Source: an optimization exercise on an open RTL-to-GDS flow (aim: small area). Production flows keep margins and buffers that such runs may drop. In this exercise RTL edits were held to simulation tests only and were not proved equivalent to the original. No activity file was given, so power comes from the tool's default toggle rates.

==> design/flow/design.v <==
module comp_cic_mac (
  input  [8:0] t,
  input  [18:0] rin,
  output [18:0] rn
);
  wire s1;
  wire c2;
  assign s1 = rin[1] ^ t[0] ^ t[2];
  assign c2 = (rin[1] & t[0]) | (rin[1] & t[2]) | (t[0] & t[2]);
  wire s3;
  wire c4;
  assign s3 = ~t[3] ^ t[4] ^ t[7];
  assign c4 = (~t[3] & t[4]) | (~t[3] & t[7]) | (t[4] & t[7]);
  wire s5;
  wire c6;
  assign s5 = rin[2] ^ t[5] ^ t[8];
  assign c6 = (rin[2] & t[5]) | (rin[2] & t[8]) | (t[5] & t[8]);
  wire s7;
  wire c8;
  assign s7 = rin[3] ^ t[1] ^ ~t[3];
  assign c8 = (rin[3] & t[1]) | (rin[3] & ~t[3]) | (t[1] & ~t[3]);
  wire s9;
  wire c10;
  assign s9 = ~t[4] ^ ~t[6] ^ t[7];
  assign c10 = (~t[4] & ~t[6]) | (~t[4] & t[7]) | (~t[6] & t[7]);
  wire s11;
  wire c12;
  assign s11 = rin[4] ^ t[2] ^ t[5];
  assign c12 = (rin[4] & t[2]) | (rin[4] & t[5]) | (t[2] & t[5]);
  wire s13;
  wire c14;
  assign s13 = rin[5] ^ ~t[0] ^ ~t[2];
  assign c14 = (rin[5] & ~t[0]) | (rin[5] & ~t[2]) | (~t[0] & ~t[2]);
  wire s15;
  wire c16;
  assign s15 = rin[6] ^ t[7] ^ ~t[8];
  assign c16 = (rin[6] & t[7]) | (rin[6] & ~t[8]) | (t[7] & ~t[8]);
  wire s17;
  wire c18;
  assign s17 = rin[7] ^ t[1] ^ ~t[3];
  assign c18 = (rin[7] & t[1]) | (rin[7] & ~t[3]) | (t[1] & ~t[3]);
  wire s19;
  wire c20;
  assign s19 = rin[8] ^ ~t[2] ^ ~t[5];
  assign c20 = (rin[8] & ~t[2]) | (rin[8] & ~t[5]) | (~t[2] & ~t[5]);
  wire s21;
  wire c22;
  assign s21 = rin[9] ^ t[0] ^ ~t[1];
  assign c22 = (rin[9] & t[0]) | (rin[9] & ~t[1]) | (t[0] & ~t[1]);
  wire s23;
  wire c24;
  assign s23 = rin[10] ^ t[0] ^ ~t[3];
  assign c24 = (rin[10] & t[0]) | (rin[10] & ~t[3]) | (t[0] & ~t[3]);
  wire s25;
  wire c26;
  assign s25 = rin[11] ^ t[1] ^ ~t[2];
  assign c26 = (rin[11] & t[1]) | (rin[11] & ~t[2]) | (t[1] & ~t[2]);
  wire s27;
  wire c28;
  assign s27 = ~t[4] ^ t[6] ^ t[8];
  assign c28 = (~t[4] & t[6]) | (~t[4] & t[8]) | (t[6] & t[8]);
  wire s29;
  wire c30;
  assign s29 = rin[12] ^ t[3] ^ t[7];
  assign c30 = (rin[12] & t[3]) | (rin[12] & t[7]) | (t[3] & t[7]);
  wire s31;
  wire c32;
  assign s31 = rin[13] ^ t[6] ^ 1'b1;
  assign c32 = (rin[13] & t[6]) | (rin[13] & 1'b1) | (t[6] & 1'b1);
  wire s33;
  wire c34;
  assign s33 = rin[15] ^ ~t[7] ^ 1'b1;
  assign c34 = (rin[15] & ~t[7]) | (rin[15] & 1'b1) | (~t[7] & 1'b1);
  wire s35;
  wire c36;
  assign s35 = rin[16] ^ ~t[8] ^ 1'b1;
  assign c36 = (rin[16] & ~t[8]) | (rin[16] & 1'b1) | (~t[8] & 1'b1);
  wire s37;
  wire c38;
  assign s37 = c2 ^ c4 ^ s5;
  assign c38 = (c2 & c4) | (c2 & s5) | (c4 & s5);
  wire s39;
  wire c40;
  assign s39 = c6 ^ s7 ^ s9;
  assign c40 = (c6 & s7) | (c6 & s9) | (s7 & s9);
  wire s41;
  wire c42;
  assign s41 = c8 ^ c10 ^ s11;
  assign c42 = (c8 & c10) | (c8 & s11) | (c10 & s11);
  wire s43;
  wire c44;
  assign s43 = c12 ^ s13 ^ t[3];
  assign c44 = (c12 & s13) | (c12 & t[3]) | (s13 & t[3]);
  wire s45;
  wire c46;
  assign s45 = c16 ^ s17 ^ ~t[4];
  assign c46 = (c16 & s17) | (c16 & ~t[4]) | (s17 & ~t[4]);
  wire s47;
  wire c48;
  assign s47 = c18 ^ s19 ^ t[6];
  assign c48 = (c18 & s19) | (c18 & t[6]) | (s19 & t[6]);
  wire s49;
  wire c50;
  assign s49 = c20 ^ s21 ^ ~t[4];
  assign c50 = (c20 & s21) | (c20 & ~t[4]) | (s21 & ~t[4]);
  wire s51;
  wire c52;
  assign s51 = c24 ^ s25 ^ s27;
  assign c52 = (c24 & s25) | (c24 & s27) | (s25 & s27);
  wire s53;
  wire c54;
  assign s53 = c26 ^ c28 ^ s29;
  assign c54 = (c26 & c28) | (c26 & s29) | (c28 & s29);
  wire s55;
  wire c56;
  assign s55 = c32 ^ rin[14] ^ ~t[7];
  assign c56 = (c32 & rin[14]) | (c32 & ~t[7]) | (rin[14] & ~t[7]);
  wire s57;
  wire c58;
  assign s57 = c40 ^ s41 ^ t[7];
  assign c58 = (c40 & s41) | (c40 & t[7]) | (s41 & t[7]);
  wire s59;
  wire c60;
  assign s59 = c44 ^ c14 ^ s15;
  assign c60 = (c44 & c14) | (c44 & s15) | (c14 & s15);
  wire s61;
  wire c62;
  assign s61 = c50 ^ c22 ^ s23;
  assign c62 = (c50 & c22) | (c50 & s23) | (c22 & s23);
  wire s63;
  wire c64;
  assign s63 = c52 ^ s53 ^ t[8];
  assign c64 = (c52 & s53) | (c52 & t[8]) | (s53 & t[8]);
  wire s65;
  wire c66;
  assign s65 = c54 ^ c30 ^ s31;
  assign c66 = (c54 & c30) | (c54 & s31) | (c30 & s31);
  wire s67;
  wire c68;
  assign s67 = c58 ^ c42 ^ s43;
  assign c68 = (c58 & c42) | (c58 & s43) | (c42 & s43);
  wire s69;
  wire c70;
  assign s69 = s1 ^ s3;
  assign c70 = s1 & s3;
  wire s71;
  wire c72;
  assign s71 = s37 ^ c70;
  assign c72 = s37 & c70;
  wire s73;
  wire c74;
  assign s73 = c38 ^ s39 ^ c72;
  assign c74 = (c38 & s39) | (c38 & c72) | (s39 & c72);
  wire s75;
  wire c76;
  assign s75 = s57 ^ ~t[8] ^ c74;
  assign c76 = (s57 & ~t[8]) | (s57 & c74) | (~t[8] & c74);
  wire s77;
  wire c78;
  assign s77 = s67 ^ c76;
  assign c78 = s67 & c76;
  wire s79;
  wire c80;
  assign s79 = c68 ^ s59 ^ c78;
  assign c80 = (c68 & s59) | (c68 & c78) | (s59 & c78);
  wire s81;
  wire c82;
  assign s81 = c60 ^ s45 ^ c80;
  assign c82 = (c60 & s45) | (c60 & c80) | (s45 & c80);
  wire s83;
  wire c84;
  assign s83 = c46 ^ s47 ^ c82;
  assign c84 = (c46 & s47) | (c46 & c82) | (s47 & c82);
  wire s85;
  wire c86;
  assign s85 = c48 ^ s49 ^ c84;
  assign c86 = (c48 & s49) | (c48 & c84) | (s49 & c84);
  wire s87;
  wire c88;
  assign s87 = s61 ^ c86;
  assign c88 = s61 & c86;
  wire s89;
  wire c90;
  assign s89 = c62 ^ s51 ^ c88;
  assign c90 = (c62 & s51) | (c62 & c88) | (s51 & c88);
  wire s91;
  wire c92;
  assign s91 = s63 ^ c90;
  assign c92 = s63 & c90;
  wire s93;
  wire c94;
  assign s93 = c64 ^ s65 ^ c92;
  assign c94 = (c64 & s65) | (c64 & c92) | (s65 & c92);
  wire s95;
  wire c96;
  assign s95 = c66 ^ s55 ^ c94;
  assign c96 = (c66 & s55) | (c66 & c94) | (s55 & c94);
  wire s97;
  wire c98;
  assign s97 = c56 ^ s33 ^ c96;
  assign c98 = (c56 & s33) | (c56 & c96) | (s33 & c96);
  wire s99;
  wire c100;
  assign s99 = c34 ^ s35 ^ c98;
  assign c100 = (c34 & s35) | (c34 & c98) | (s35 & c98);
  wire s101;
  wire c102;
  assign s101 = c36 ^ rin[17] ^ c100;
  assign c102 = (c36 & rin[17]) | (c36 & c100) | (rin[17] & c100);
  wire s103;
  wire c104;
  assign s103 = rin[18] ^ ~t[8] ^ c102;
  assign c104 = (rin[18] & ~t[8]) | (rin[18] & c102) | (~t[8] & c102);
  wire s105;
  wire c106;
  assign s105 = rin[18] ^ ~t[8] ^ c104;
  assign c106 = (rin[18] & ~t[8]) | (rin[18] & c104) | (~t[8] & c104);
  assign rn[0] = s69;
  assign rn[1] = s71;
  assign rn[2] = s73;
  assign rn[3] = s75;
  assign rn[4] = s77;
  assign rn[5] = s79;
  assign rn[6] = s81;
  assign rn[7] = s83;
  assign rn[8] = s85;
  assign rn[9] = s87;
  assign rn[10] = s89;
  assign rn[11] = s91;
  assign rn[12] = s93;
  assign rn[13] = s95;
  assign rn[14] = s97;
  assign rn[15] = s99;
  assign rn[16] = s101;
  assign rn[17] = s103;
  assign rn[18] = s105;
endmodule
module comp_cic
#(  parameter Win=16,
    parameter Wcoef = 18,
    parameter Wout = 18,
    parameter Num_coef=17)
(input  signed [Win-1:0] id_data_filter,
 input ic_val_data,
 input ic_rst,
 input  clk,
 output signed [Wout-1:0] od_data_filter,
 output oc_val_data);
logic [1:0] ph;           
logic [1:0] qc;           
logic run, tail, pend, vld;
logic idle;               
logic fresh;              
logic [15:0] xin;         
logic [255:0] ring;       
logic [7:0] cr;           
logic [18:0] acc;
wire start = (ic_val_data | pend) & (ph == 2'd3);
wire j15   = (qc == 2'd3) & (ph == 2'd3);
wire l15   = run & j15;
wire first = run & (qc == 2'd0) & (ph == 2'd0);
wire inbit = xin[{qc, ph}];
wire rd = run & ~fresh;
wire zb = run & fresh & j15;    
logic [16:0] tap;
always_comb begin
    tap[0] = inbit & run;
    for (int w = 1; w <= 16; w++)
        tap[w] = (ring[(w-1)*16] & rd) | zb;
end
logic [7:0] tp, crn;
always_comb begin
    for (int k = 0; k < 8; k++) begin
        logic a, b, c;
        a = tap[k];
        b = tap[16-k];
        c = cr[k];
        tp[k] = a ^ b ^ c;
        crn[k] = (a & b) | (a & c) | (b & c);
    end
end
wire [8:0] t = {tap[8], tp};
logic [18:0] rin, rn;
assign rin = first ? 19'd490410 : acc;
comp_cic_mac tree (.t(t), .rin(rin), .rn(rn));
always_ff @(posedge clk) begin
    cr  <= crn;
    acc <= rn;
    if (ic_val_data) xin <= {~id_data_filter[15], id_data_filter[14:0]};
    for (int w = 1; w <= 16; w++)
        for (int q = 0; q < 4; q++) begin
            ring[(w-1)*16 + q*4 +: 3] <= ring[(w-1)*16 + q*4 + 1 +: 3];
            if (q < 3)
                ring[(w-1)*16 + q*4 + 3] <= (run & ring[(w-1)*16 + q*4 + 4])
                                          | (idle & ring[(w-1)*16 + q*4]);
            else
                ring[(w-1)*16 + q*4 + 3] <= tap[w-1] | (idle & ring[(w-1)*16 + q*4]);
        end
end
always_ff @(posedge clk) begin
    if (ic_rst) begin
        ph <= 2'd0; qc <= 2'd0;
        run <= 1'b0; idle <= 1'b1; tail <= 1'b0; pend <= 1'b0; vld <= 1'b0;
        fresh <= 1'b1;
    end else begin
        ph   <= ph + 2'd1;
        tail <= l15;
        vld  <= tail;
        if (start) begin
            run <= 1'b1; idle <= 1'b0; pend <= 1'b0;
        end else if (ic_val_data)
            pend <= 1'b1;
        if (run && ph == 2'd3) begin
            qc <= qc + 2'd1;
            if (qc == 2'd3) begin
                run <= 1'b0; idle <= 1'b1;
                fresh <= 1'b0;
            end
        end
    end
end
assign od_data_filter = acc[17:0];
assign oc_val_data = vld;
endmodule
==> design/flow/flow/run.sh <==
#!/bin/bash
# The standard layout (standard.sh) with these changes:
# - after the standard synthesis, flow/invpol.py rewrites the netlist to
#   remove inverters between full adders and to replace adders with an
#   unused output by a smaller gate (it only re-polarises full adders,
#   rebuilds inverters and swaps those adders; registers are untouched);
# - the clock tree has clkbuf_4 cells driving clusters of up to 12 registers
#   and clkbuf_8 cells above them, without dummy loads;
# - the port buffers are buf_1 cells;
set -euo pipefail
export CTS_ARGS="-sink_clustering_enable -repair_clock_nets -dont_use_dummy_load -buf_list {sky130_fd_sc_hd__clkbuf_4 sky130_fd_sc_hd__clkbuf_8} -root_buf sky130_fd_sc_hd__clkbuf_8 -sink_clustering_buffer sky130_fd_sc_hd__clkbuf_4 -sink_clustering_size 12 -sink_clustering_max_diameter 50"
export BUFFER_PORTS_ARGS="-buffer_cell sky130_fd_sc_hd__buf_1"
bash standard.sh synth > standard_synth.log 2>&1
NET=orfs/results/$FLOW_PLATFORM/comp_cic/base/1_2_yosys.v
cp "$NET" 1_2_yosys.before_invpol.v
python3 flow/invpol.py "$NET" > invpol.log 2>&1
rm -f orfs/results/$FLOW_PLATFORM/comp_cic/base/1_synth.odb orfs/results/$FLOW_PLATFORM/comp_cic/base/1_synth.sdc
bash standard.sh > standard_flow.log 2>&1
==> design/flow/flow/invpol.py <==
#!/usr/bin/env python3
"""Inverter clean-up on a flat sky130hd netlist written by Yosys.

A full adder is self-dual: FA(~a, ~b, ~c) = ~FA(a, b, c) on both outputs.
Synthesis leaves inverters between full adders.  This script chooses, for
every full adder, whether to use it as is or in its dual form (inverted
inputs and outputs), so that as few logic values as possible are needed in
both polarities, and then rebuilds the inverters: one inv_1 per value that is
needed in the polarity its driver does not give.  A half or full adder with
an unused output is then replaced by the gate for its used output (xor2,
and2 or maj3).  Registers, ports and all other cells are left as they are.

usage: invpol.py NETLIST.v   (rewrites the file in place; prints a summary)
"""
import re
import sys
import random

OUT_PINS = {'X', 'Y', 'Q', 'Q_N', 'SUM', 'COUT', 'HI', 'LO'}
INV = re.compile(r'sky130_fd_sc_hd__inv_\d+$')
FA = re.compile(r'sky130_fd_sc_hd__fa_\d+$')

path = sys.argv[1]
text = open(path).read()
m = re.search(r'^module .*?;\n', text, re.S | re.M)
head_end = m.end()
end = text.rindex('endmodule')
body = text[head_end:end]

cell_re = re.compile(r'^  (sky130_fd_sc_hd__\w+) (\S+|\\\S+ ) \(\n(.*?)\n  \);\n', re.S | re.M)
pin_re = re.compile(r'\.(\w+)\((.*?)\)(?:,|$)', re.M)

cells = []
decl_lines = []
pos = 0
for cm in cell_re.finditer(body):
    decl_lines.append(body[pos:cm.start()])
    pos = cm.end()
    ctype, name, pins_txt = cm.group(1), cm.group(2), cm.group(3)
    pins = [(p, n.strip() if not n.strip().startswith('\\') else n.lstrip()) for p, n in pin_re.findall(pins_txt)]
    # keep escaped names exactly (they end with a space)
    pins = []
    for line in pins_txt.split('\n'):
        pm = re.match(r'\s*\.(\w+)\((.*)\),?$', line)
        assert pm, line
        pins.append([pm.group(1), pm.group(2)])
    cells.append({'type': ctype, 'name': name, 'pins': pins})
rest = body[pos:]
assert rest.strip() == '', rest[:200]
decls = ''.join(decl_lines)

ports_out = set()
ports_in = set()
for dm in re.finditer(r'^\s*(input|output)\s*(\[(\d+):(\d+)\])?\s*(\S+);', text[:head_end] + decls, re.M):
    kind, rng, hi, lo, nm = dm.groups()
    names = [nm] if not rng else ['%s[%d]' % (nm, i) for i in range(int(lo), int(hi) + 1)]
    (ports_out if kind == 'output' else ports_in).update(names)

def is_port(n):
    return n in ports_out or n in ports_in

# drivers
driver = {}
for c in cells:
    for p, n in c['pins']:
        if p in OUT_PINS:
            driver[n] = (c, p)

# inverters we may remove: inv cells with plain internal nets on both sides
def removable(c):
    if not INV.match(c['type']):
        return False
    d = dict(c['pins'])
    return not is_port(d['A']) and not is_port(d['Y'])

rem = [c for c in cells if removable(c)]
rem_ids = set(id(c) for c in rem)

root_cache = {}
def root(n):
    """(root net, parity) of net n through removable inverters."""
    if n in root_cache:
        return root_cache[n]
    d = driver.get(n)
    if d and id(d[0]) in rem_ids:
        r, par = root(dict(d[0]['pins'])['A'])
        res = (r, par ^ 1)
    else:
        res = (n, 0)
    root_cache[n] = res
    return res

fas = [c for c in cells if FA.match(c['type'])]
fa_idx = {id(c): i for i, c in enumerate(fas)}
# demands: list of (root, parity, fa index or -1)
demands = []
for c in cells:
    if id(c) in rem_ids:
        continue
    for k, (p, n) in enumerate(c['pins']):
        if p in OUT_PINS:
            continue
        if n.startswith("1'") or n not in driver and not is_port(n):
            continue
        r, par = root(n)
        demands.append((r, par, fa_idx.get(id(c), -1), c, k))
for n in ports_out:
    if n in driver and id(driver[n][0]) in rem_ids:
        raise SystemExit('output port driven by a removable inverter')

# root provider: FA output roots depend on the FA's flip
prov_fa = {}
for i, c in enumerate(fas):
    for p, n in c['pins']:
        if p in OUT_PINS:
            prov_fa[n] = i

by_root = {}
for d in demands:
    by_root.setdefault(d[0], []).append(d)
fa_roots = {i: set() for i in range(len(fas))}
for r, ds in by_root.items():
    if r in prov_fa:
        fa_roots[prov_fa[r]].add(r)
    for d in ds:
        if d[2] >= 0:
            fa_roots[d[2]].add(r)

def root_cost(r, flip):
    pi = flip[prov_fa[r]] if r in prov_fa else 0
    need = set(d[1] ^ (flip[d[2]] if d[2] >= 0 else 0) for d in by_root[r])
    return 1 if (pi ^ 1) in need else 0

def total(flip):
    return sum(root_cost(r, flip) for r in by_root)

best_flip = [0] * len(fas)
best = total(best_flip)
start_cost = best
rng = random.Random(1)
for trial in range(40):
    flip = [0] * len(fas) if trial == 0 else [rng.randint(0, 1) for _ in fas]
    cur = total(flip)
    improved = True
    while improved:
        improved = False
        order = list(range(len(fas)))
        rng.shuffle(order)
        for i in order:
            rs = fa_roots[i]
            before = sum(root_cost(r, flip) for r in rs)
            flip[i] ^= 1
            after = sum(root_cost(r, flip) for r in rs)
            if after < before:
                cur += after - before
                improved = True
            else:
                flip[i] ^= 1
    if cur < best:
        best, best_flip = cur, flip[:]
flip = best_flip

# rebuild: remove removable inverters, add one inverter per root needing it
new_cells = [c for c in cells if id(c) not in rem_ids]
inv_net = {}
new_wires = []
added = []
for r, ds in sorted(by_root.items()):
    pi = flip[prov_fa[r]] if r in prov_fa else 0
    for d in ds:
        want = d[1] ^ (flip[d[2]] if d[2] >= 0 else 0)
        c, k = d[3], d[4]
        if want == pi:
            c['pins'][k][1] = r
        else:
            if r not in inv_net:
                nn = '_invpol_%d_' % len(inv_net)
                inv_net[r] = nn
                new_wires.append('  wire %s;\n' % nn)
                added.append({'type': 'sky130_fd_sc_hd__inv_1', 'name': '_invpol_cell_%d_' % len(added),
                              'pins': [['A', r], ['Y', nn]]})
            c['pins'][k][1] = inv_net[r]
new_cells += added

# cells with an unused output: half adder -> xor2 or and2, full adder -> maj3
loads = {}
for c in new_cells:
    for p, n in c['pins']:
        if p not in OUT_PINS:
            loads[n] = loads.get(n, 0) + 1
def unused(n):
    return loads.get(n, 0) == 0 and not is_port(n)
swapped = 0
for c in new_cells:
    d = dict(c['pins'])
    if re.match(r'sky130_fd_sc_hd__ha_\d+$', c['type']):
        if unused(d['COUT']) and not unused(d['SUM']):
            c['type'] = 'sky130_fd_sc_hd__xor2_1'
            c['pins'] = [['A', d['A']], ['B', d['B']], ['X', d['SUM']]]
            swapped += 1
        elif unused(d['SUM']) and not unused(d['COUT']):
            c['type'] = 'sky130_fd_sc_hd__and2_1'
            c['pins'] = [['A', d['A']], ['B', d['B']], ['X', d['COUT']]]
            swapped += 1
    elif FA.match(c['type']):
        if unused(d['SUM']) and not unused(d['COUT']):
            c['type'] = 'sky130_fd_sc_hd__maj3_1'
            c['pins'] = [['A', d['A']], ['B', d['B']], ['C', d['CIN']], ['X', d['COUT']]]
            swapped += 1

out = [text[:head_end], decls]
out += new_wires
for c in new_cells:
    out.append('  %s %s (\n%s\n  );\n' % (c['type'], c['name'],
               ',\n'.join('    .%s(%s)' % (p, n) for p, n in c['pins'])))
out.append(text[end:])
open(path, 'w').write(''.join(out))
print('full adders: %d, flipped: %d' % (len(fas), sum(flip)))
print('adders with an unused output replaced by a smaller cell: %d' % swapped)
print('inverters removed: %d, added: %d (values needing an inverter: %d before the search, %d after)'
      % (len(rem), len(added), start_cost, best))
==> design/flow/standard.sh <==
#!/bin/bash
# synth_recipe.tcl (not shown) runs the flow's synth.tcl, then flattens the netlist and writes it again
# the make line also repeats each setting of config.mk as NAME=value (left out here)
make -C /OpenROAD-flow-scripts/flow DESIGN_CONFIG=/design/flow/config.mk WORK_HOME=/design/flow/orfs CLKGATE_MAP_FILE= SYNTH_SCRIPT=/design/flow/synth_recipe.tcl "${@:-finish}"
==> design/flow/config.mk <==
export PLATFORM = sky130hd
export DESIGN_NAME = comp_cic
export DESIGN_NICKNAME = comp_cic
export VERILOG_FILES = /design/flow/design.v
export SDC_FILE = /design/flow/constraint.sdc
export NUM_CORES = 4
export LEC_CHECK = 0
export CAP_MARGIN = 20
export CORE_MARGIN = 2
export CORE_UTILIZATION = 65
export PLACE_DENSITY = 0.75
export SLEW_MARGIN = 20
export SYNTH_MEMORY_MAX_BITS = 4096
==> design/flow/constraint.sdc <==
create_clock -name core_clock -period 10.0 [get_ports {clk}]
set_input_delay 2.0000 -clock core_clock [delete_from_list [all_inputs] [get_ports {clk}]]
set_output_delay 2.0000 -clock core_clock [all_outputs]
set_load 0.01 [all_outputs]
==> flow_metrics.py, run 1 <==
metrics = {
    "die": {
        "die_area_um2": 14700,
        "placementRows": 42,
        "dieWidth_um": 121,
        "boundaryPins": 38,
        "floorplan.initialDensity": 0.670,
        "design.core.area_um2": 13300,
        "die_height_um": 121,
    },
    "sta": {
        "timing_worst_slew_pin_value_ns": 0.687,
        "hold_viol_final": 0,
        "worst_clock_skew_ns": 0.0548,
        "worst_setup_margin_ns": 0.775,
        "setup_violations": 0,
        "grt_setup_unrepaired": "no",
        "final_hold_slack_ns": 0.315,
        "period_minus_slack_ns": 9.22,
        "timing.slew.headroom": 0.541,
        "sum_of_negative_setup_slack_ns": 0,
        "timing.fmax_ghz": 0.108,
        "final-max-slew-violation-count": 0,
        "min_period_over_period": 0.922,
    },
    "global_route": {
        "global_route.usage.total": 0.193,
        "grt_antenna_before_repair": 0,
        "gr-total-overflow": 0,
        "grt_pass1_vias": 4433,
        "grt_first_pass_wirelength_mm": 22.2,
        "grt_start_max_net_pins": 56,
    },
    "drt": {
        "detail_route.iter0.violations": 193,
        "post_drt_wl_per_cell_um": 16.0,
        "vias_per_cell": 5.06,
        "antenna_viol_nets_final": 0,
        "dr.pass1.iters": 4,
        "number_of_vias_in_the_routed_layout": 4067,
        "detail_route.drc_violations": 0,
        "finalWirelength_mm": 12.9,
    },
    "synthesis": {
        "postSynthAreaPerCell_um2": 15.0,
        "netlist_area_um2": 8940,
        "synth_fp_nets": 671,
        "syn-instance-count": 595,
        "synth-warning-count": 1,
    },
    "power": {
        "p_comb_frac": 0.177,
        "power.switching_w": 0.000577,
        "p_int_w": 0.00164,
        "power.clock.fraction": 0.221,
        "worst_ir_drop_vdd_v": 0.000125,
        "power.density_cell_area_nw_per_um2": 237,
        "switching_share": 0.261,
        "p_seq_frac": 0.602,
        "power_leakage_nw": 4.00,
    },
    "critical_path": {
        "worst-endpoint-arrival_ns": 9.72,
        "path_class": "reg2reg",
        "critical_path.max_fanout": 22,
        "timing.critical_path.to_type": "register",
        "timing.critical_path.from_type": "register",
        "timing.critical_path.required_ns": 10.49,
    },
    "place": {
        "buffer_ports.inserted": 37,
        "routabilityCongestion": 0.855,
        "detailedPlace.worstSlack_ns": 0.695,
        "hpwlAfterDp_mm": 8.70,
    },
    "clock_tree": {
        "worstSkewPairLatency_ns": 0.54,
        "cts-resized-gates": 0,
        "cts-buffers-inserted": 30,
        "clk_path_buf_depth": 3,
        "post_cts_buffers": 0,
        "clock_pin_slew_of_the_registers_on_the_worst_case_setup_and_hold_paths_ns": 0.11,
        "clock_sink_count": 309,
        "tritoncts": "built",
        "cts-htree-levels": 1,
        "hold_buffers": 0,
        "cts.root.buffer_cell": "clkbuf_8",
    },
    "status": {
        "status": "no timing/DRC/antenna violations",
    },
    "layout": {
        "final_nets": 706,
        "fill_cells": 959,
        "antenna-diode-count": 0,
        "area.growth.synth_to_final_pct": 4.49,
        "drive_gt1_frac": 0.0669,
    },
    "worst_hold_path": {
        "worstHoldPathType": "reg2reg",
    },
    "job": {
        "cap_viol_max_count": 0,
    },
}
## flip-flops by register name, indices dropped and copies added, names as in the netlist, 2 cells and up
register,cells
ring,256
acc,19
xin,16
cr,8
ph,2
qc,2
## worst max-delay path, stage by stage (launching register included)
cell and delay, ns:
dfxtp_2 0.60, inv_1 0.13, nor2_2 0.55, a21o_1 0.26, fa_1 0.55, inv_1 0.27, fa_1 0.46, fa_1 0.43
fa_1 0.43, fa_1 0.49, ha_1 0.23, fa_1 0.38, fa_1 0.38, fa_1 0.40, fa_1 0.40, ha_1 0.20
fa_1 0.37, ha_1 0.20, fa_1 0.37, fa_1 0.39, fa_1 0.39, fa_1 0.39, fa_1 0.37, inv_1 0.08
fa_1 0.41, inv_1 0.05
## path summary, 6_finish.rpt
kind,cells after the start,slack (ns),startpoint,endpoint
min reg2reg,0,0.31,ring[114]$_DFF_P_,ring[113]$_DFF_P_
max reg2reg,25,0.78,run$_SDFF_PP0_,acc[17]$_DFF_P_
max,25,0.78,run$_SDFF_PP0_,acc[17]$_DFF_P_
min,0,0.31,ring[114]$_DFF_P_,ring[113]$_DFF_P_
## final cells by class
type | count | area (µm²) | area share
repair buffers | 42 | 176 | 0.0189
well taps | 176 | 220 | 0.0236
multi-input cells | 216 | 2240 | 0.239
flip-flops and latches | 309 | 6350 | 0.680
clock buffers | 30 | 244 | 0.0261
inverters | 31 | 116 | 0.0125
## layout by cell type, fill, tap and decap left out, drive strengths merged, types with 4 or more instances in the layout
master  count
and2        4
clkbuf     30
edfxtp     16
xor2        4
a22o       48
a21oi       4
ha         11
xnor2       7
buf        42
nand2      11
nor2       16
inv        31
dfxtp     293
a21o       30
mux2i       4
nand3       4
nand2b      6
fa         46
## power groups by stage
stage / logic [W] / registers [W] / clock network (W)
after floorplan: 0.000328 / 0.00135 / 0
after global placement: 0.000390 / 0.00136 / 0
after detailed placement: 0.000398 / 0.00136 / 0
after CTS: 0.000399 / 0.00133 / 0.000507
after global routing: 0.000456 / 0.00134 / 0.000559
final: 0.000391 / 0.00133 / 0.000490
## through the flow
stage | std cells | utilization | area (µm²) | total power [W]
after floorplan | 595 | - | 8940 | 0.00168
after global placement | 774 | 0.682 | 9100 | 0.00175
after detailed placement | 774 | 0.682 | 9100 | 0.00176
after CTS | 804 | 0.700 | 9340 | 0.00224
after global routing | 804 | 0.700 | 9340 | 0.00235
final | 804 | 0.700 | 9340 | 0.00221
## routing by layer
layer	share of wire	up-vias	wire [µm]	global-route usage
li1	-	2004	-	-
met1	0.48	1963	6130	0.276
met2	0.46	73	5890	0.302
met3	0.040	27	516	0.0367
met4	0.026	0	330	0.0647
met5	0	-	0	0
==> run 2, diff against run 1 <==
==> design/flow/flow/run.sh (replaced) <==
#!/bin/bash
# The standard layout (standard.sh) with these changes:
# - after the standard synthesis, flow/invpol.py rewrites the netlist to
#   remove inverters between full adders and to replace adders with an
#   unused output by a smaller gate (it only re-polarises full adders,
#   rebuilds inverters and swaps those adders; registers are untouched);
# - the clock tree is built from clkbuf_8 cells, in clusters of up to 16
#   registers, without dummy loads;
# - the port buffers are buf_1 cells.
set -euo pipefail
export CTS_ARGS="-sink_clustering_enable -repair_clock_nets -dont_use_dummy_load -buf_list sky130_fd_sc_hd__clkbuf_8 -sink_clustering_size 16 -sink_clustering_max_diameter 60"
export BUFFER_PORTS_ARGS="-buffer_cell sky130_fd_sc_hd__buf_1"
bash standard.sh synth > standard_synth.log 2>&1
NET=orfs/results/$FLOW_PLATFORM/comp_cic/base/1_2_yosys.v
cp "$NET" 1_2_yosys.before_invpol.v
python3 flow/invpol.py "$NET" > invpol.log 2>&1
rm -f orfs/results/$FLOW_PLATFORM/comp_cic/base/1_synth.odb orfs/results/$FLOW_PLATFORM/comp_cic/base/1_synth.sdc
bash standard.sh > standard_flow.log 2>&1
--- a/design/flow/config.mk
+++ b/design/flow/config.mk
@@ -8,6 +8,5 @@
 export CAP_MARGIN = 20
 export CORE_MARGIN = 2
-export CORE_UTILIZATION = 65
-export PLACE_DENSITY = 0.75
+export CORE_UTILIZATION = 40
 export SLEW_MARGIN = 20
 export SYNTH_MEMORY_MAX_BITS = 4096
==> flow_metrics.py, run 2 <==
metrics = {
    "status": {
        "status": "no timing/DRC/antenna violations",
    },
    "clock_tree": {
        "clk_path_buf_depth": 3,
        "cts.root.buffer_cell": "clkbuf_8",
        "cts-htree-levels": 1,
        "post_cts_buffers": 0,
        "cts-buffers-inserted": 24,
        "hold_buffers": 0,
        "clock_pin_slew_of_the_registers_on_the_worst_case_setup_and_hold_paths_ns": 0.10,
        "worstSkewPairLatency_ns": 0.54,
        "cts-resized-gates": 0,
        "clock_sink_count": 309,
        "tritoncts": "built",
    },
    "sta": {
        "period_minus_slack_ns": 9.27,
        "setup_violations": 0,
        "grt_setup_unrepaired": "no",
        "sum_of_negative_setup_slack_ns": 0,
        "final_hold_slack_ns": 0.301,
        "timing.fmax_ghz": 0.108,
        "timing_worst_slew_pin_value_ns": 0.731,
        "worst_clock_skew_ns": 0.0446,
        "timing.slew.headroom": 0.513,
        "hold_viol_final": 0,
        "min_period_over_period": 0.927,
        "final-max-slew-violation-count": 0,
    },
    "worst_hold_path": {
        "worstHoldEndpoint": "ring[174]$_DFF_P_",
        "worstHoldPathType": "reg2reg",
        "hold_path.startpoint": "ring[175]$_DFF_P_",
        "min_path_cells": 0,
    },
    "layout": {
        "register_with_the_most_flip_flops": "ring",
        "final_cell_mix": "dfxtp_1 (291), a22o_1 (48), fa_1 (46), buf_1 (37), inv_1 (31)",
        "area.growth.synth_to_final_pct": 7.00,
        "final_common_cell": "dfxtp_1",
        "antenna-diode-count": 0,
        "largest_register_ffs": 256,
        "final_nets": 701,
        "post_route_insts_no_fill": 903,
        "registers_with_the_highest_flip_flop_counts": "ring: 256 flops, acc: 19 flops, xin: 16 flops",
        "drive_gt1_frac": 0.0594,
    },
    "global_route": {
        "grt_first_pass_wirelength_mm": 22.6,
        "grt_antenna_before_repair": 0,
        "grt_start_max_net_pins": 66,
        "gr-total-overflow": 0,
        "grt_pass1_vias": 4432,
        "global_route.usage.total": 0.118,
    },
    "synthesis": {
        "postSynthAreaPerCell_um2": 15.0,
        "syn-instance-count": 595,
        "netlist_area_um2": 8940,
        "synth-warning-count": 1,
        "synth_fp_nets": 671,
    },
    "critical_path": {
        "reg2reg_setup_slack_ns": 0.73,
        "timing.critical_path.required_ns": 10.50,
        "r2r-start": "ph[0]$_SDFF_PP0_",
        "worst-endpoint-arrival_ns": 9.77,
        "crit_path_frequent_cell": "fa_1",
        "reg2regPathDepth": 26,
        "timing.critical_path.to_type": "register",
        "max_stage_delay_ns": 0.58,
        "timing.critical_path.from_type": "register",
        "path_class": "reg2reg",
        "critical_path.max_fanout": 16,
        "worst_flop_to_flop_path_endpoint": "acc[17]$_DFF_P_",
        "crit_slowest_cell": "dfxtp_1",
    },
    "die": {
        "boundaryPins": 38,
        "placementRows": 54,
        "floorplan.initialDensity": 0.408,
        "die_area_um2": 23600,
        "die_height_um": 153,
        "design.core.area_um2": 21900,
        "dieWidth_um": 153,
    },
    "drt": {
        "detail_route.iter0.violations": 188,
        "vias_per_cell": 4.52,
        "detail_route.drc_violations": 0,
        "dr.pass1.iters": 4,
        "post_drt_wl_per_cell_um": 15.0,
        "number_of_vias_in_the_routed_layout": 4080,
        "finalWirelength_mm": 13.5,
        "antenna_viol_nets_final": 0,
    },
    "power": {
        "power.density_cell_area_nw_per_um2": 239,
        "power_leakage_nw": 4.03,
        "worst_ir_drop_vdd_v": 0.0000760,
    },
    "place": {
        "buffer_ports.inserted": 37,
        "place_inst": 879,
        "hpwlAfterDp_mm": 8.85,
        "routabilityCongestion": 0.816,
    },
    "job": {
        "cap_viol_max_count": 0,
    },
}
==> run 2: worst max path at each step <==
stage,startpoint,end,slack (ns),depth (start not counted)
3_5_place_dp,ph[0]$_SDFF_PP0_,acc[17]$_DFF_P_,0.64,26
6_report,ph[0]$_SDFF_PP0_,acc[17]$_DFF_P_,0.73,26
2_1_floorplan,ph[1]$_SDFF_PP0_,acc[17]$_DFF_P_,1.13,28
4_1_cts,ph[0]$_SDFF_PP0_,acc[17]$_DFF_P_,0.66,26
3_3_place_gp,ph[0]$_SDFF_PP0_,acc[17]$_DFF_P_,0.86,26
5_1_grt,ph[0]$_SDFF_PP0_,acc[17]$_DFF_P_,0.31,26
==> run 2: layout make-up <==
| cell class | count | area (µm²) |
|---|---|---|
| clock buffers | 24 | 330 |
| well taps | 280 | 350 |
| inverters | 31 | 116 |
| repair buffers | 43 | 184 |
| multi-input cells | 216 | 2240 |
| flip-flops and latches | 309 | 6350 |
| fillers | 1997 | 12300 |
==> run 2: routing by layer <==
metal / vias up / track usage / routed length (µm)
met5: - / 0 / 0
met4: 0 / 0.0389 / 375
met3: 23 / 0.0265 / 530
met2: 71 / 0.181 / 5930
met1: 2013 / 0.166 / 6670
li1: 1973 / - / -
==> run 2: stage by stage <==
stage                     instance area, µm²  utilization  setup slack, ns  total power (W)
after CTS                               9570        0.437            0.661          0.00232
after floorplan                         8940            -             1.13          0.00168
after detailed placement                9240        0.422            0.636          0.00176
after global placement                  9240        0.422            0.864          0.00175
after global routing                    9570        0.437            0.307          0.00244
final                                   9570        0.437            0.733          0.00228
==> run 2: critical path: cells and delay by family (launching register included) <==
| family | cells | cell delay, ns |
|---|---|---|
| and+or+nand+nor | 3 | 0.78 |
| AOI/OAI and AO/OA | 1 | 0.17 |
| adders and majority gates | 19 | 7.30 |
| DFF | 1 | 0.58 |
| buffers and inverters | 3 | 0.40 |
==> run 2: where the power goes <==
group          switching [W]  leakage, nW  internal (W)
clock               0.000348        0.173      0.000215
sequential         0.0000255         2.52       0.00131
combinational       0.000216         1.34      0.000174
total               0.000589         4.03       0.00169
==> run 3, diff against run 2 <==
--- a/design/flow/flow/run.sh
+++ b/design/flow/flow/run.sh
@@ -5,9 +5,9 @@
 #   unused output by a smaller gate (it only re-polarises full adders,
 #   rebuilds inverters and swaps those adders; registers are untouched);
-# - the clock tree is built from clkbuf_8 cells, in clusters of up to 16
-#   registers, without dummy loads;
+# - the clock tree has clkbuf_4 cells driving clusters of up to 11 registers
+#   and clkbuf_8 cells above them, without dummy loads;
 # - the port buffers are buf_1 cells.
 set -euo pipefail
-export CTS_ARGS="-sink_clustering_enable -repair_clock_nets -dont_use_dummy_load -buf_list sky130_fd_sc_hd__clkbuf_8 -sink_clustering_size 16 -sink_clustering_max_diameter 60"
+export CTS_ARGS="-sink_clustering_enable -repair_clock_nets -dont_use_dummy_load -buf_list {sky130_fd_sc_hd__clkbuf_4 sky130_fd_sc_hd__clkbuf_8} -root_buf sky130_fd_sc_hd__clkbuf_8 -sink_clustering_buffer sky130_fd_sc_hd__clkbuf_4 -sink_clustering_size 11 -sink_clustering_max_diameter 40"
 export BUFFER_PORTS_ARGS="-buffer_cell sky130_fd_sc_hd__buf_1"
 bash standard.sh synth > standard_synth.log 2>&1
--- a/design/flow/config.mk
+++ b/design/flow/config.mk
@@ -8,5 +8,6 @@
 export CAP_MARGIN = 20
 export CORE_MARGIN = 2
-export CORE_UTILIZATION = 40
+export CORE_UTILIZATION = 70
+export PLACE_DENSITY = 0.8
 export SLEW_MARGIN = 20
 export SYNTH_MEMORY_MAX_BITS = 4096
==> flow_metrics.py, run 3 <==
metrics = {
    "status": {
        "status": "no timing/DRC/antenna violations",
    },
    "clock_tree": {
        "cts-resized-gates": 0,
        "clk_path_buf_depth": 3,
        "cts.root.buffer_cell": "clkbuf_8",
        "post_cts_buffers": 0,
        "clock_sink_count": 309,
        "clock_pin_slew_of_the_registers_on_the_worst_case_setup_and_hold_paths_ns": 0.11,
        "cts-buffers-inserted": 36,
        "cts-htree-levels": 2,
        "hold_buffers": 0,
        "tritoncts": "built",
        "worstSkewPairLatency_ns": 0.51,
    },
    "die": {
        "floorplan.initialDensity": 0.711,
        "die_height_um": 117,
        "placementRows": 41,
        "dieWidth_um": 117,
        "boundaryPins": 38,
        "design.core.area_um2": 12600,
        "die_area_um2": 13700,
    },
    "sta": {
        "worst_clock_skew_ns": 0.0597,
        "timing_worst_slew_pin_value_ns": 0.925,
        "setup_violations": 0,
        "min_period_over_period": 0.940,
        "period_minus_slack_ns": 9.40,
        "hold_viol_final": 0,
        "sum_of_negative_setup_slack_ns": 0,
        "final-max-slew-violation-count": 0,
        "timing.fmax_ghz": 0.106,
        "timing.slew.headroom": 0.383,
        "grt_setup_unrepaired": "no",
        "worst_setup_margin_ns": 0.601,
    },
    "layout": {
        "final_cell_mix": "dfxtp_1 (291), a22o_1 (48), fa_1 (46), buf_1 (37)",
        "largest_register_ffs": 256,
        "antenna-diode-count": 0,
        "final_common_cell": "dfxtp_1",
        "fill_cells": 801,
        "register_with_the_most_flip_flops": "ring",
        "area.growth.synth_to_final_pct": 4.83,
        "post_route_insts_no_fill": 803,
        "drive_gt1_frac": 0.0713,
        "registers_with_the_highest_flip_flop_counts": "ring: 256 flops, acc: 19 flops, xin: 16 flops",
        "final_nets": 709,
    },
    "critical_path": {
        "crit_slowest_cell": "dfxtp_2",
        "reg2regPathDepth": 25,
        "r2r-start": "run$_SDFF_PP0_",
        "worst_flop_to_flop_path_endpoint": "acc[17]$_DFF_P_",
        "max_stage_delay_ns": 0.64,
        "reg2reg_setup_slack_ns": 0.60,
        "worst-endpoint-arrival_ns": 9.86,
        "critical_path.top_delay_family": "adder cells",
        "critical_path.max_fanout": 26,
        "critical_path_start": "run$_SDFF_PP0_",
        "timing.critical_path.from_type": "register",
        "critical_path_cell_count": 25,
        "cp_bufs_invs": 4,
        "timing.critical_path.required_ns": 10.46,
        "crit_path_frequent_cell": "fa_1",
        "timing.critical_path.to_type": "register",
        "path_class": "reg2reg",
    },
    "synthesis": {
        "syn-instance-count": 595,
        "synth_fp_nets": 671,
        "netlist_area_um2": 8940,
        "postSynthAreaPerCell_um2": 15.0,
        "synth-warning-count": 1,
    },
    "worst_hold_path": {
        "worstHoldPathType": "reg2reg",
        "worstHoldEndpoint": "ring[136]$_DFF_P_",
        "min_path_cells": 0,
        "hold_path.startpoint": "ring[137]$_DFF_P_",
    },
    "global_route": {
        "global_route.usage.total": 0.210,
        "gr-total-overflow": 0,
        "grt_antenna_before_repair": 0,
        "grt_pass1_vias": 4482,
        "grt_first_pass_wirelength_mm": 21.9,
        "grt_start_max_net_pins": 42,
    },
    "drt": {
        "detail_route.iter0.violations": 154,
        "number_of_vias_in_the_routed_layout": 4126,
        "vias_per_cell": 5.14,
        "finalWirelength_mm": 13.1,
        "dr.pass1.iters": 4,
        "antenna_viol_nets_final": 0,
        "post_drt_wl_per_cell_um": 16.4,
        "detail_route.drc_violations": 0,
    },
    "place": {
        "hpwlAfterDp_mm": 8.95,
        "place_inst": 767,
        "routabilityCongestion": 0.801,
        "detailedPlace.worstSlack_ns": 0.566,
        "buffer_ports.inserted": 37,
    },
    "power": {
        "power.density_cell_area_nw_per_um2": 242,
        "power_leakage_nw": 4.02,
        "worst_ir_drop_vdd_v": 0.000145,
        "report.power.total_w": 0.00227,
    },
    "job": {
        "cap_viol_max_count": 0,
    },
}
[run 3: changes by cell type in the layout (fill, tap and decap cells not counted)]
cell and delta:
clkbuf_8 -19, buf_4 -4, clkbuf_4 +31
[run 3: area by class of cell]
type,instances,area [µm²],area share
flip-flops and latches,309,6350,0.677
inverters,31,116,0.0124
repair buffers,39,154,0.0164
well taps,172,215,0.0230
multi-input cells,216,2240,0.239
clock buffers,36,302,0.0322
[run 3: per-stage QoR]
| stage | hold slack [ns] | util | instance area [µm²] |
|---|---|---|---|
| 3_3_place_gp | 0.310 | 0.722 | 9070 |
| 3_5_place_dp | 0.312 | 0.722 | 9070 |
| 5_1_grt | 0.317 | 0.746 | 9370 |
| 4_1_cts | 0.307 | 0.746 | 9370 |
| 6_report | 0.312 | 0.746 | 9370 |
| 2_1_floorplan | 0.310 | - | 8940 |
[run 3: layer usage]
metal  global-route usage  share of wire  vias to the layer above
met1                0.284           0.46                     2025
li1                     -              -                     2010
met3               0.0479          0.040                       21
met4               0.0737          0.019                        0
met2                0.338           0.48                       70
met5                    0              0                        -
[run 3: power breakdown]
group | internal [W] | total [W] | switching (W)
Clock | 0.000190 | 0.000534 | 0.000344
Combinational | 0.000181 | 0.000399 | 0.000218
Sequential | 0.00131 | 0.00133 | 0.0000278
Total | 0.00168 | 0.00227 | 0.000591
[run 3: worst max path at each step]
stage / endpoint / slack [ns]
3_3_place_gp: acc[17]$_DFF_P_ / 0.76
3_5_place_dp: acc[17]$_DFF_P_ / 0.57
6_report: acc[17]$_DFF_P_ / 0.60
5_1_grt: acc[17]$_DFF_P_ / 0.17
2_1_floorplan: acc[17]$_DFF_P_ / 1.13
4_1_cts: acc[17]$_DFF_P_ / 0.55
==> run 4, diff against run 3 <==
--- a/design/flow/config.mk
+++ b/design/flow/config.mk
@@ -8,6 +8,6 @@
 export CAP_MARGIN = 20
 export CORE_MARGIN = 2
-export CORE_UTILIZATION = 70
-export PLACE_DENSITY = 0.8
+export CORE_UTILIZATION = 65
+export PLACE_DENSITY = 0.75
 export SLEW_MARGIN = 20
 export SYNTH_MEMORY_MAX_BITS = 4096
==> flow_metrics.py, run 4 <==
metrics = {
    "layout": {
        "fill_cells": 956,
        "largest_register_ffs": 256,
        "postLayoutCoreUtil": 0.704,
        "register_with_the_most_flip_flops": "ring",
        "registers_with_the_highest_flip_flop_counts": "ring: 256 flops, acc: 19 flops, xin: 16 flops",
        "final_nets": 712,
        "area.growth.synth_to_final_pct": 5.14,
        "final_cell_mix": "dfxtp_1 (291), a22o_1 (48), fa_1 (46), buf_1 (37)",
        "final_common_cell": "dfxtp_1",
        "antenna-diode-count": 0,
        "drive_gt1_frac": 0.0757,
    },
    "critical_path": {
        "reg2regPathDepth": 25,
        "timing.critical_path.required_ns": 10.45,
        "worst-endpoint-arrival_ns": 9.72,
        "reg2reg_setup_slack_ns": 0.74,
        "timing.critical_path.from_type": "register",
        "cp_bufs_invs": 4,
        "timing.critical_path.to_type": "register",
        "worst_flop_to_flop_path_endpoint": "acc[17]$_DFF_P_",
        "critical_path.top_delay_family": "adder cells",
        "crit_path_frequent_cell": "fa_1",
        "critical_path.max_fanout": 22,
        "path_class": "reg2reg",
        "crit_slowest_cell": "dfxtp_2",
        "max_stage_delay_ns": 0.60,
        "r2r-start": "run$_SDFF_PP0_",
    },
    "drt": {
        "dr.pass1.iters": 4,
        "vias_per_cell": 5.06,
        "number_of_vias_in_the_routed_layout": 4099,
        "detail_route.iter0.violations": 207,
        "finalWirelength_mm": 13.1,
        "post_drt_wl_per_cell_um": 16.1,
        "antenna_viol_nets_final": 0,
        "detail_route.drc_violations": 0,
    },
    "power": {
        "report.power.total_w": 0.00226,
        "power_leakage_nw": 4.04,
        "worst_ir_drop_vdd_v": 0.000143,
        "power.density_cell_area_nw_per_um2": 240,
    },
    "clock_tree": {
        "worstSkewPairLatency_ns": 0.52,
        "cts-resized-gates": 0,
        "clock_sink_count": 309,
        "cts-htree-levels": 2,
        "cts.root.buffer_cell": "clkbuf_8",
        "clock_pin_slew_of_the_registers_on_the_worst_case_setup_and_hold_paths_ns": 0.11,
        "post_cts_buffers": 0,
        "cts-buffers-inserted": 36,
        "clk_path_buf_depth": 3,
        "hold_buffers": 0,
        "tritoncts": "built",
    },
    "sta": {
        "worst_setup_margin_ns": 0.739,
        "final_hold_slack_ns": 0.301,
        "timing_worst_slew_pin_value_ns": 0.699,
        "timing.fmax_ghz": 0.108,
        "sum_of_negative_setup_slack_ns": 0,
        "timing.slew.headroom": 0.533,
        "setup_violations": 0,
        "worst_clock_skew_ns": 0.0532,
        "hold_viol_final": 0,
        "min_period_over_period": 0.926,
        "grt_setup_unrepaired": "no",
        "final-max-slew-violation-count": 0,
        "period_minus_slack_ns": 9.26,
    },
    "global_route": {
        "grt_antenna_before_repair": 0,
        "grt_start_max_net_pins": 56,
        "gr-total-overflow": 0,
        "grt_first_pass_wirelength_mm": 22.4,
        "global_route.usage.total": 0.198,
        "grt_pass1_vias": 4522,
    },
    "synthesis": {
        "postSynthAreaPerCell_um2": 15.0,
        "netlist_area_um2": 8940,
        "synth-warning-count": 1,
        "syn-instance-count": 595,
        "synth_fp_nets": 671,
    },
    "worst_hold_path": {
        "worstHoldPathType": "reg2reg",
        "min_path_cells": 0,
        "worstHoldEndpoint": "ring[197]$_DFF_P_",
        "hold_path.startpoint": "ring[198]$_DFF_P_",
    },
    "place": {
        "buffer_ports.inserted": 37,
        "routabilityCongestion": 0.855,
        "hpwlAfterDp_mm": 8.70,
        "detailedPlace.worstSlack_ns": 0.695,
    },
    "job": {
        "cap_viol_max_count": 0,
    },
    "die": {
        "floorplan.initialDensity": 0.670,
        "placementRows": 42,
        "die_height_um": 121,
        "boundaryPins": 38,
        "dieWidth_um": 121,
        "die_area_um2": 14700,
        "design.core.area_um2": 13300,
    },
    "status": {
        "status": "no timing/DRC/antenna violations",
    },
}
## run 4: worst max path at each step
| stage | start | endpoint | slack (ns) | cells past startpoint |
|---|---|---|---|---|
| floorplan | ph[1]$_SDFF_PP0_ | acc[17]$_DFF_P_ | 1.13 | 28 |
| finish | run$_SDFF_PP0_ | acc[17]$_DFF_P_ | 0.74 | 25 |
| global route | run$_SDFF_PP0_ | acc[17]$_DFF_P_ | 0.24 | 25 |
| detailed placement | ph[0]$_SDFF_PP0_ | acc[17]$_DFF_P_ | 0.69 | 26 |
| global placement | ph[0]$_SDFF_PP0_ | acc[17]$_DFF_P_ | 0.88 | 27 |
| CTS | run$_SDFF_PP0_ | acc[17]$_DFF_P_ | 0.66 | 25 |
## run 4: per-layer routing
metal,vias to the layer above,wire [µm],track usage,part of all wire
met5,-,0,0,0
met1,1989,6150,0.276,0.47
li1,2016,-,-,-
met4,0,352,0.0876,0.027
met3,25,533,0.0465,0.041
met2,69,6030,0.301,0.46
## run 4: report_power, final
group	internal, W	switching [W]
clock network	0.000190	0.000344
registers	0.00131	0.0000269
logic	0.000179	0.000215
total	0.00167	0.000586
## run 4: layout make-up
| class | instances | area [µm²] | share of cell area |
|---|---|---|---|
| multi-input cells | 216 | 2240 | 0.238 |
| inverters | 31 | 116 | 0.0124 |
| well taps | 176 | 220 | 0.0234 |
| clock buffers | 36 | 302 | 0.0321 |
| repair buffers | 42 | 176 | 0.0188 |
| flip-flops and latches | 309 | 6350 | 0.675 |
## run 4: metrics by stage
| stage | instance area, µm² | cells |
|---|---|---|
| floorplan | 8940 | 595 |
| global placement | 9100 | 774 |
| detailed placement | 9100 | 774 |
| CTS | 9400 | 810 |
| global route | 9400 | 810 |
| finish | 9400 | 810 |
==> run 5, diff against run 4 <==
--- a/design/flow/flow/run.sh
+++ b/design/flow/flow/run.sh
@@ -5,9 +5,9 @@
 #   unused output by a smaller gate (it only re-polarises full adders,
 #   rebuilds inverters and swaps those adders; registers are untouched);
-# - the clock tree has clkbuf_4 cells driving clusters of up to 11 registers
+# - the clock tree has clkbuf_4 cells driving clusters of up to 10 registers
 #   and clkbuf_8 cells above them, without dummy loads;
 # - the port buffers are buf_1 cells.
 set -euo pipefail
-export CTS_ARGS="-sink_clustering_enable -repair_clock_nets -dont_use_dummy_load -buf_list {sky130_fd_sc_hd__clkbuf_4 sky130_fd_sc_hd__clkbuf_8} -root_buf sky130_fd_sc_hd__clkbuf_8 -sink_clustering_buffer sky130_fd_sc_hd__clkbuf_4 -sink_clustering_size 11 -sink_clustering_max_diameter 40"
+export CTS_ARGS="-sink_clustering_enable -repair_clock_nets -dont_use_dummy_load -buf_list {sky130_fd_sc_hd__clkbuf_4 sky130_fd_sc_hd__clkbuf_8} -root_buf sky130_fd_sc_hd__clkbuf_8 -sink_clustering_buffer sky130_fd_sc_hd__clkbuf_4 -sink_clustering_size 10 -sink_clustering_max_diameter 50"
 export BUFFER_PORTS_ARGS="-buffer_cell sky130_fd_sc_hd__buf_1"
 bash standard.sh synth > standard_synth.log 2>&1
--- a/design/flow/config.mk
+++ b/design/flow/config.mk
@@ -8,6 +8,5 @@
 export CAP_MARGIN = 20
 export CORE_MARGIN = 2
-export CORE_UTILIZATION = 65
-export PLACE_DENSITY = 0.75
+export CORE_UTILIZATION = 40
 export SLEW_MARGIN = 20
 export SYNTH_MEMORY_MAX_BITS = 4096
==> flow_metrics.py, run 5 <==
metrics = {
    "status": {
        "status": "no timing/DRC/antenna violations",
    },
    "sta": {
        "timing.fmax_ghz": 0.108,
        "min_period_over_period": 0.930,
        "timing_worst_slew_pin_value_ns": 0.713,
        "timing.slew.headroom": 0.525,
        "final-max-slew-violation-count": 0,
        "setup_violations": 0,
        "hold_viol_final": 0,
        "worst_clock_skew_ns": 0.0551,
        "sum_of_negative_setup_slack_ns": 0,
        "period_minus_slack_ns": 9.30,
        "grt_setup_unrepaired": "no",
    },
    "power": {
        "report.power.total_w": 0.00227,
        "switching_share": 0.262,
        "p_seq_frac": 0.587,
        "worst_ir_drop_vdd_v": 0.0000737,
        "power.switching_w": 0.000593,
        "p_comb_frac": 0.171,
        "power_leakage_nw": 4.05,
        "power.density_cell_area_nw_per_um2": 238,
        "p_int_w": 0.00167,
        "power.clock.fraction": 0.242,
    },
    "synthesis": {
        "syn-instance-count": 595,
        "synth_fp_nets": 671,
        "netlist_area_um2": 8940,
        "postSynthAreaPerCell_um2": 15.0,
        "synth-warning-count": 1,
    },
    "die": {
        "die_height_um": 153,
        "placementRows": 54,
        "dieWidth_um": 153,
        "boundaryPins": 38,
        "design.core.area_um2": 21900,
        "floorplan.initialDensity": 0.408,
        "die_area_um2": 23600,
    },
    "global_route": {
        "grt_pass1_vias": 4548,
        "global_route.usage.total": 0.121,
        "grt_first_pass_wirelength_mm": 23.0,
        "grt_antenna_before_repair": 0,
        "gr-total-overflow": 0,
        "grt_start_max_net_pins": 66,
    },
    "layout": {
        "area.growth.synth_to_final_pct": 6.76,
        "final_nets": 714,
        "antenna-diode-count": 0,
        "postLayoutCoreUtil": 0.436,
        "drive_gt1_frac": 0.0786,
        "register_with_the_most_flip_flops": "ring",
        "final_cell_mix": "dfxtp_1 (291), a22o_1 (48), fa_1 (46), buf_1 (37), clkbuf_4 (32)",
        "fill_cells": 2000,
        "final_common_cell": "dfxtp_1",
        "registers_with_the_highest_flip_flop_counts": "ring: 256 flops, acc: 19 flops, xin: 16 flops",
        "largest_register_ffs": 256,
    },
    "drt": {
        "number_of_vias_in_the_routed_layout": 4162,
        "vias_per_cell": 4.54,
        "finalWirelength_mm": 13.6,
        "detail_route.drc_violations": 0,
        "detail_route.iter0.violations": 162,
        "antenna_viol_nets_final": 0,
        "dr.pass1.iters": 4,
        "post_drt_wl_per_cell_um": 14.8,
    },
    "clock_tree": {
        "cts-buffers-inserted": 37,
        "tritoncts": "built",
        "post_cts_buffers": 0,
        "clock_sink_count": 309,
        "cts-htree-levels": 2,
        "clock_pin_slew_of_the_registers_on_the_worst_case_setup_and_hold_paths_ns": 0.10,
        "cts-resized-gates": 0,
        "clk_path_buf_depth": 3,
        "worstSkewPairLatency_ns": 0.51,
        "cts.root.buffer_cell": "clkbuf_8",
        "hold_buffers": 0,
    },
    "critical_path": {
        "worst-endpoint-arrival_ns": 9.76,
        "reg2regPathDepth": 26,
        "timing.critical_path.from_type": "register",
        "path_class": "reg2reg",
        "crit_path_end": "acc[17]$_DFF_P_",
        "critical_path_start": "ph[0]$_SDFF_PP0_",
        "reg2reg_setup_slack_ns": 0.70,
        "timing.critical_path.required_ns": 10.46,
        "r2r-start": "ph[0]$_SDFF_PP0_",
        "timing.critical_path.to_type": "register",
        "worst_flop_to_flop_path_endpoint": "acc[17]$_DFF_P_",
        "critical_path.max_fanout": 16,
    },
    "worst_hold_path": {
        "hold_path.startpoint": "ring[175]$_DFF_P_",
        "worstHoldPathType": "reg2reg",
    },
    "job": {
        "cap_viol_max_count": 0,
    },
    "place": {
        "hpwlAfterDp_mm": 8.85,
        "buffer_ports.inserted": 37,
        "routabilityCongestion": 0.816,
    },
}
## run 5: critical path, cell delays in order, from the launching register on
cell and delay (ns):
dfxtp_1 0.58, and2_1 0.30, and3_4 0.22, and2_4 0.27
a21o_1 0.17, fa_1 0.55, inv_1 0.25, fa_1 0.45
fa_1 0.44, fa_1 0.43, fa_1 0.51, ha_1 0.23
fa_1 0.38, fa_1 0.40, fa_1 0.40, fa_1 0.40
ha_1 0.20, fa_1 0.36, ha_1 0.20, fa_1 0.38
fa_1 0.38, fa_1 0.38, fa_1 0.41, fa_1 0.37
inv_1 0.09, fa_1 0.42, inv_1 0.06
## run 5: power groups by stage
| stage | registers [W] | clock network (W) | logic, W |
|---|---|---|---|
| 3_3_place_gp | 0.00136 | 0 | 0.000394 |
| 6_report | 0.00133 | 0.000548 | 0.000389 |
| 2_1_floorplan | 0.00135 | 0 | 0.000328 |
| 3_5_place_dp | 0.00136 | 0 | 0.000399 |
| 5_1_grt | 0.00134 | 0.000631 | 0.000461 |
| 4_1_cts | 0.00133 | 0.000577 | 0.000402 |
## run 5: per-stage QoR
stage	hold slack, ns	setup WS (ns)	area [µm²]	cells
3_3_place_gp	0.310	0.864	9240	879
6_report	0.294	0.701	9540	916
5_1_grt	0.279	0.251	9540	916
3_5_place_dp	0.312	0.636	9240	879
2_1_floorplan	0.310	1.13	8940	595
4_1_cts	0.300	0.614	9540	916
## run 5: layout make-up
class	instances	area (µm²)	share of cell area
tap	280	350	0.0367
timing repair buffer	43	184	0.0193
clock buffer	37	309	0.0324
multi-input combinational	216	2240	0.234
inverter	31	116	0.0122
sequential	309	6350	0.665
## run 5: how the worst min path moves through the flow
stage / end / cells past startpoint / slack (ns)
floorplan: ring[0]$_DFF_P_ / 0 / 0.31
global placement: ring[82]$_DFF_P_ / 0 / 0.31
detailed placement: ring[114]$_DFF_P_ / 0 / 0.31
CTS: ring[217]$_DFF_P_ / 0 / 0.30
global route: ring[174]$_DFF_P_ / 0 / 0.28
finish: ring[174]$_DFF_P_ / 0 / 0.29
## run 5: routing by layer
layer / wire, µm / GRT usage
met5: 0 / 0
met3: 660 / 0.0358
met4: 384 / 0.0516
met2: 5920 / 0.180
met1: 6590 / 0.165
==> run 6, diff against run 5 <==
--- a/design/flow/design.v
+++ b/design/flow/design.v
@@ -250,9 +250,8 @@
 logic [1:0] qc;           
 logic run, tail, pend, vld;
-logic idle;               
 logic fresh;              
 logic [15:0] xin;         
 logic [255:0] ring;       
-logic [7:0] cr;           
+logic [8:0] cr;           
 logic [18:0] acc;
 wire start = (ic_val_data | pend) & (ph == 2'd3);
@@ -269,16 +268,15 @@
         tap[w] = (ring[(w-1)*16] & rd) | zb;
 end
-logic [7:0] tp, crn;
+logic [8:0] t, crn;
 always_comb begin
-    for (int k = 0; k < 8; k++) begin
+    for (int k = 0; k <= 8; k++) begin
         logic a, b, c;
         a = tap[k];
-        b = tap[16-k];
+        b = (k < 8) ? tap[16-k] : 1'b0;
         c = cr[k];
-        tp[k] = a ^ b ^ c;
+        t[k] = a ^ b ^ c;
         crn[k] = (a & b) | (a & c) | (b & c);
     end
 end
-wire [8:0] t = {tap[8], tp};
 logic [18:0] rin, rn;
 assign rin = first ? 19'd490410 : acc;
@@ -291,9 +289,10 @@
         for (int q = 0; q < 4; q++) begin
             ring[(w-1)*16 + q*4 +: 3] <= ring[(w-1)*16 + q*4 + 1 +: 3];
-            if (q < 3)
-                ring[(w-1)*16 + q*4 + 3] <= (run & ring[(w-1)*16 + q*4 + 4])
-                                          | (idle & ring[(w-1)*16 + q*4]);
+            if (!run)
+                ring[(w-1)*16 + q*4 + 3] <= ring[(w-1)*16 + q*4];
+            else if (q < 3)
+                ring[(w-1)*16 + q*4 + 3] <= ring[(w-1)*16 + q*4 + 4];
             else
-                ring[(w-1)*16 + q*4 + 3] <= tap[w-1] | (idle & ring[(w-1)*16 + q*4]);
+                ring[(w-1)*16 + q*4 + 3] <= (w == 1) ? inbit : tap[w-1];
         end
 end
@@ -301,5 +300,5 @@
     if (ic_rst) begin
         ph <= 2'd0; qc <= 2'd0;
-        run <= 1'b0; idle <= 1'b1; tail <= 1'b0; pend <= 1'b0; vld <= 1'b0;
+        run <= 1'b0; tail <= 1'b0; pend <= 1'b0; vld <= 1'b0;
         fresh <= 1'b1;
     end else begin
@@ -308,5 +307,5 @@
         vld  <= tail;
         if (start) begin
-            run <= 1'b1; idle <= 1'b0; pend <= 1'b0;
+            run <= 1'b1; pend <= 1'b0;
         end else if (ic_val_data)
             pend <= 1'b1;
@@ -314,5 +313,5 @@
             qc <= qc + 2'd1;
             if (qc == 2'd3) begin
-                run <= 1'b0; idle <= 1'b1;
+                run <= 1'b0;
                 fresh <= 1'b0;
             end
==> design/flow/flow/run.sh (replaced) <==
#!/bin/bash
# The standard layout (standard.sh), with the clock tree built from
# clkbuf_8 cells in clusters of up to 16 sinks and no dummy loads, and buf_1 cells as the port buffers.
set -euo pipefail
export CTS_ARGS="-sink_clustering_enable -repair_clock_nets -dont_use_dummy_load -buf_list sky130_fd_sc_hd__clkbuf_8 -sink_clustering_size 16 -sink_clustering_max_diameter 60"
export BUFFER_PORTS_ARGS="-buffer_cell sky130_fd_sc_hd__buf_1"
bash standard.sh > standard_flow.log 2>&1
removed: design/flow/flow/invpol.py
==> flow_metrics.py, run 6 <==
metrics = {
    "status": {
        "status": "no timing/DRC/antenna violations",
    },
    "sta": {
        "final-max-slew-violation-count": 0,
        "timing.slew.headroom": 0.395,
        "setup_violations": 0,
        "timing_worst_slew_pin_value_ns": 0.908,
        "period_minus_slack_ns": 9.11,
        "grt_setup_unrepaired": "no",
        "hold_viol_final": 0,
        "final_hold_slack_ns": 0.285,
        "min_period_over_period": 0.911,
        "timing.fmax_ghz": 0.110,
        "sum_of_negative_setup_slack_ns": 0,
        "worst_clock_skew_ns": 0.0646,
    },
    "clock_tree": {
        "cts.root.buffer_cell": "clkbuf_8",
        "cts-buffers-inserted": 26,
        "clock_sink_count": 309,
        "post_cts_buffers": 0,
        "cts-htree-levels": 1,
        "clock_pin_slew_of_the_registers_on_the_worst_case_setup_and_hold_paths_ns": 0.09,
        "clk_path_buf_depth": 3,
        "hold_buffers": 0,
        "tritoncts": "built",
        "worstSkewPairLatency_ns": 0.55,
        "cts-resized-gates": 0,
    },
    "critical_path": {
        "timing.critical_path.required_ns": 10.48,
        "timing.critical_path.from_type": "register",
        "path_class": "reg2reg",
        "worst-endpoint-arrival_ns": 9.59,
        "critical_path.top_delay_family": "adder cells",
        "cp_bufs_invs": 8,
        "max_stage_delay_ns": 0.59,
        "crit_slowest_cell": "nor2_2",
        "crit_path_frequent_cell": "fa_1",
        "timing.critical_path.to_type": "register",
        "critical_path.max_fanout": 16,
    },
    "worst_hold_path": {
        "worstHoldPathType": "reg2reg",
    },
    "drt": {
        "finalWirelength_mm": 12.8,
        "number_of_vias_in_the_routed_layout": 4005,
        "detail_route.iter0.violations": 157,
        "dr.pass1.iters": 4,
        "detail_route.drc_violations": 0,
        "antenna_viol_nets_final": 0,
        "post_drt_wl_per_cell_um": 13.8,
        "vias_per_cell": 4.33,
    },
    "die": {
        "placementRows": 55,
        "design.core.area_um2": 22600,
        "floorplan.initialDensity": 0.406,
        "die_height_um": 155,
        "die_area_um2": 24100,
        "dieWidth_um": 155,
        "boundaryPins": 38,
    },
    "place": {
        "hpwlAfterDp_mm": 8.82,
        "routabilityCongestion": 0.838,
        "buffer_ports.inserted": 37,
    },
    "synthesis": {
        "synth.cells.most_frequent": "dfxtp_1 (293), inv_1 (49), fa_1 (47)",
        "synth_top_area_share": 0.640,
        "synth-seq-cells": 309,
        "syn-instance-count": 609,
        "ys_top_cells_by_area": "dfxtp_1 (64%), fa_1 (10%), edfxtp_1 (5.2%)",
        "synthDistinctLibCells": 39,
        "postSynthAreaPerCell_um2": 15.1,
        "sequential_cell_area_fraction_in_the_yosys_report": 0.692,
        "synth-warning-count": 1,
        "netlist_area_um2": 9170,
        "synth_fp_nets": 689,
        "synth_edf_count": 16,
        "yosysTopAreaCell": "dfxtp_1",
        "synth_most_common_cell": "dfxtp_1",
        "async_flop_share": 0,
        "ys.flop_type": "dfxtp_1",
    },
    "layout": {
        "area.growth.synth_to_final_pct": 7.15,
        "drive_gt1_frac": 0.117,
        "final_common_cell": "dfxtp_1",
        "regArea_um2": 6350,
        "antenna-diode-count": 0,
        "largest_register_ffs": 256,
        "multi_input_area_um2": 2420,
        "register_with_the_most_flip_flops": "ring",
        "registers_with_the_highest_flip_flop_counts": "ring: 256 flops, acc: 19 flops, xin: 16 flops",
        "fill_cells": 2018,
        "final_nets": 723,
        "final_cell_mix": "dfxtp_1 (292), inv_1 (49), fa_1 (47), mux2_2 (37), buf_1 (37)",
    },
    "power": {
        "power_leakage_nw": 4.25,
        "power.density_cell_area_nw_per_um2": 237,
        "worst_ir_drop_vdd_v": 0.000102,
    },
    "global_route": {
        "grt_start_max_net_pins": 35,
        "grt_pass1_vias": 4255,
        "global_route.usage.total": 0.111,
        "grt_first_pass_wirelength_mm": 21.7,
        "grt_antenna_before_repair": 0,
        "gr-total-overflow": 0,
    },
    "job": {
        "cap_viol_max_count": 0,
    },
}
[run 6: area by class of cell]
cell class / count / share of cell area
inverter: 50 / 0.0191
clock buffer: 26 / 0.0364
sequential: 309 / 0.646
tap: 285 / 0.0363
multi-input combinational: 217 / 0.246
timing repair buffer: 39 / 0.0157
[run 6: worst register-to-register path: cells and delay by family, from the launching register on]
kind,cells,cell delay (ns)
buffers and inverters,8,0.75
adders and majority gates,20,6.83
and+or+nand+nor,2,0.76
AOI/OAI and AO/OA,1,0.20
DFF,1,0.54
[run 6: cells by family after synthesis]
family	count (synthesis)	share of synthesized area
buffers and inverters	83	0.0438
adders and majority gates	64	0.125
xor gates and xnor gates	11	0.0105
DFF	309	0.692
muxes	55	0.0708
AOI/OAI and AO/OA	42	0.0338
and+or+nand+nor	45	0.0237
[run 6: metal layers]
layer / global-route usage / part of all wire / wire, µm
met1: 0.155 / 0.50 / 6360
met2: 0.174 / 0.44 / 5640
met3: 0.0270 / 0.047 / 606
met4: 0.0319 / 0.017 / 214
met5: 0 / 0 / 0
[run 6: power by group]
group,internal (W),total [W],switching [W]
Sequential,0.00131,0.00134,0.0000280
Clock,0.000232,0.000582,0.000350
Combinational,0.000180,0.000408,0.000228
Total,0.00172,0.00233,0.000606
[run 6: path summary, 6_finish.rpt]
check / startpoint / slack, ns / depth (start not counted) / end
max: ph[1]$_SDFF_PP0_ / 0.89 / 31 / acc[17]$_DFF_P_
min: ring[15]$_DFF_P_ / 0.28 / 0 / ring[14]$_DFF_P_
max reg2reg: ph[1]$_SDFF_PP0_ / 0.89 / 31 / acc[17]$_DFF_P_
min reg2reg: ring[15]$_DFF_P_ / 0.28 / 0 / ring[14]$_DFF_P_
[run 6: stage by stage]
| step | total power [W] | cells | instance area [µm²] | utilization | setup WS (ns) |
|---|---|---|---|---|---|
| final | 0.00233 | 926 | 9820 | 0.435 | 0.890 |
| after floorplan | 0.00170 | 609 | 9170 | - | 1.82 |
| after global placement | 0.00177 | 900 | 9470 | 0.419 | 1.09 |
| after CTS | 0.00237 | 926 | 9820 | 0.435 | 0.812 |
| after global routing | 0.00249 | 926 | 9820 | 0.435 | 0.396 |
| after detailed placement | 0.00179 | 900 | 9470 | 0.419 | 0.814 |
